Background: an optimization exercise with open tools, aiming at small area, a short achievable clock period and few clock cycles per item. Do not read the settings as production practice. Function was checked by simulation only, so behaviour that the tests miss may differ from the original. Power figures rest on the tool's default switching activity, not on a simulated workload.

run A:
// viterbi_decoder
module viterbi_decoder(clk, rst, en, data, data_out, done_flag);
Size in the first run: about 1100 cells after synthesis, roughly 9 flip-flops, roughly 28 I/O pins.
export LEC_CHECK = 0
export ABC_AREA = 1
export CAP_MARGIN = 20
export CORE_MARGIN = 2
export CORE_UTILIZATION = 40
export SLEW_MARGIN = 20
create_clock -name core_clock -period 5.0 [get_ports {clk}]
run.sh (not shown) runs the stock make flow with config.mk's settings and CLKGATE_MAP_FILE= SYNTH_SCRIPT=/design/flow/synth_recipe.tcl, a recipe that flattens the netlist after the stock synthesis.
Testbench counts of run A, summed over its fixed seeds: cycles 1,280, blocks 1,280.
### run A -> run B
-- flow/config.mk --
<<< run A, line 12
>>> run B, line 12
export SETUP_SLACK_MARGIN = 2
## What came out
- Instance count of the mapped netlist: run B vs run A identical
- Taking run B as 1.0, run A lands at 1.15 on count of fill cells added during filler insertion.
- In the flow results for run A and run B, the total leakage power is larger on run B.
- Run B vs run A — share of power burned in the clock network dropped 2.5 points.
Input changes introduced in run C (baseline for comparison: run B):
==> flow/flow/run.sh (new file) <==
#!/bin/bash
# The standard layout (the standard.sh, unchanged synthesis), except that the
# port buffers inserted before global placement are sky130_fd_sc_hd__buf_2
# instead of the resizer's default pick (a clkdlybuf4s50 delay cell).
set -euo pipefail
export BUFFER_PORTS_ARGS="-buffer_cell sky130_fd_sc_hd__buf_2"
bash standard.sh finish > standard.log 2>&1
==> flow/standard.sh (new file) <==
#!/bin/bash
# synth_recipe.tcl (not shown) runs the flow's synth.tcl, then flattens the netlist and writes it again
# the make line also repeats each setting of config.mk as NAME=value (left out here)
make -C /OpenROAD-flow-scripts/flow DESIGN_CONFIG=/design/flow/config.mk WORK_HOME=/design/flow/orfs CLKGATE_MAP_FILE= SYNTH_SCRIPT=/design/flow/synth_recipe.tcl "${@:-finish}"
-- flow/config.mk --
<<< run B, line 12
export SETUP_SLACK_MARGIN = 2
>>> run C, line 12
removed: flow/run.sh
[summary]
- Run C: flow completed, timing, DRC and antenna clean
- The run showing the greater worst hold slack is run B.
- The lower global-route wire length before repair came out of run C.
- From run B to run C the numbers moved as follows: ratio of total power to cell area grew by 8.5 nW/um^2, number of vias after detailed routing shrank by 638, final cell utilization of the core shrank by 16 points, area added between synthesis and finish shrank by 39 points.
- [compare] base=run B new=run C: post-detailed-placement cell area decreased by about 5.5% relative to the old numbers; power consumption shows a reduction of 23%; pre-CTS setup slack moved up.
- data_out[7]$_DFF_P_ as the timing endpoint of the critical path was reported by run B, and data_out[4]$_DFF_P_ by run C.
Edits applied to the flow inputs when going from run C to run D:
==> flow/run.sh (new file) <==
#!/bin/bash
# synth_recipe.tcl (not shown) runs the flow's synth.tcl, then flattens the netlist and writes it again
# the make line also repeats each setting of config.mk as NAME=value (left out here)
make -C /OpenROAD-flow-scripts/flow DESIGN_CONFIG=/design/flow/config.mk WORK_HOME=/design/flow/orfs CLKGATE_MAP_FILE= SYNTH_SCRIPT=/design/flow/synth_recipe.tcl finish
-- flow/config.mk --
<<< run C, line 12
>>> run D, line 12
export SETUP_SLACK_MARGIN = 1
removed: flow/flow/run.sh
removed: flow/standard.sh
==> summary.txt <==
Looking at placed cell area, run D sits about 4% above run C.
Net switching fraction of the power: run D and run C compared, higher one is run C
Looking at register share of the cell area, run D sits 1.1 points below run C.
Compared with run C, run D shows worst hold slack across all endpoints higher by 0.31 ns.
The sum of routed wire length over all layers in run D sits 25% above the value recorded for run C.
Delta (run D minus run C): portion of the clock cycle consumed by the worst path in the final layout went down; maximum fanout along the worst path saw a decrease; transition at the pin with the smallest max-transition slack went down 0.13 ns.
| met1 layer usage reported by global route | run D vs run C | 1.8 points higher |
STATUS highest ir drop seen on vdd: run D loses against run C

wip/delta:
viterbi_decoder, a different RTL version from the one above (not shown whole).
Size: roughly 28 I/O pins, roughly 3100 um2 of cells after synthesis.
Settings: LEC_CHECK=0, ABC_AREA=1, CAP_MARGIN=20, CORE_MARGIN=2, CORE_UTILIZATION=40, SETUP_SLACK_MARGIN=0.35, SLEW_MARGIN=20; clock period 5.0 ns.
standard.sh (not shown) runs the stock make flow with config.mk's settings and CLKGATE_MAP_FILE= SYNTH_SCRIPT=/design/flow/synth_recipe.tcl, a recipe that flattens the netlist after the stock synthesis.
==> flow/flow/run.sh <==
#!/bin/bash
# The standard layout (the standard.sh, on the standard synthesis script) with two
# changes:
#  - ADDER_MAP_FILE is empty, so Yosys does not extract half/full adders into
#    sky130 ha/fa cells before ABC; ABC maps that logic with the rest.
#  - the port buffers inserted before global placement are sky130_fd_sc_hd__buf_2
#    instead of the resizer's default pick (a clkdlybuf4s50 delay cell).
# Registers and their names are those of the standard synthesis.
set -euo pipefail
export BUFFER_PORTS_ARGS="-buffer_cell sky130_fd_sc_hd__buf_2"
bash standard.sh ADDER_MAP_FILE= finish > standard.log 2>&1
Testbench counts of wip/delta, summed over its fixed seeds: cycles 1,280, blocks 1,280.
Relative to wip/delta, the following input files were edited for wip/willow:
Settings: SETUP_SLACK_MARGIN now 0.45, was 0.35.
Notes after the runs:
- wip/willow ended with more sequential power than wip/delta.
- From wip/delta to wip/willow the numbers moved as follows: sequential share of layout area now larger, wire length after detailed routing now larger, final routed DRC violation total comparable, reported combinational group power comparable.
- Core utilization: wip/willow higher than wip/delta
- wip/delta has lower post-route cell area than wip/willow.
- Changes observed in wip/willow relative to wip/delta: area growth from synthesis to layout climbed 1.0 points; clock-pin slew on the worst setup and hold paths barely changed; fraction of cell area in non-clock buffers barely changed; path length in cells of the critical path dropped 1.
Edits applied to the flow inputs when going from wip/willow to wip/onyx:
Settings: changing SETUP_SLACK_MARGIN from 0.45 to 0.25.
Filler cell count was lower in wip/willow than in wip/onyx. Summary of wip/onyx over wip/willow: net switching component of the power has decreased; worst ir drop on vdd has remained practically unchanged; DRC marker count from the first detailed-route iteration has increased; overall power of the completed layout has decreased.

## static timing again, ports no longer ideal
No port has a modelled driver above. Below, the same layouts with a new extraction and two added sets of constraints.
Step 1 sets driving cells, clkbuf_16 on the clock port and buf_2 on the other inputs (assumed; they add their load-dependent delay and slew).
Step 2 adds t to the input delays and takes it off the output delays; t is the mean of the earliest and latest rising clock arrival at the registers after step 1. Input paths then give back, and output paths get back, about the clock's delay inside the block.
Slacks: ideal ports / drivers / drivers and shift; pairs: ideal ports / drivers.
run | t, ns | setup slack, ns | worst setup path at the end | latest minus earliest clock arrival (ns) | worst register clock-pin slew, ns
run A | 0.255 | 0.388 / 0.382 / 0.127 | input to register | 0.000 / 0.001 | 0.04 / 0.04
run B | 0.257 | 0.960 / 0.922 / 0.665 | input to register | 0.001 / 0.001 | 0.04 / 0.04
run C | 0.253 | 0.622 / 0.626 / 0.373 | input to register | 0.000 / 0.001 | 0.04 / 0.04
run D | 0.255 | 1.040 / 1.015 / 0.760 | input to register | 0.000 / 0.000 | 0.04 / 0.04
wip/delta | 0.293 | 0.739 / 0.709 / 1.002 | register to output | 0.005 / 0.005 | 0.09 / 0.09
wip/willow | 0.293 | 0.785 / 0.755 / 1.048 | register to output | 0.003 / 0.003 | 0.09 / 0.09
wip/onyx | 0.293 | 0.650 / 0.620 / 0.913 | register to output | 0.004 / 0.004 | 0.09 / 0.09
After both steps setup and hold are still met in every run listed. For run B, which loses most, drivers alone change the setup slack by -0.038 ns; drivers and shift together by -0.295 ns.
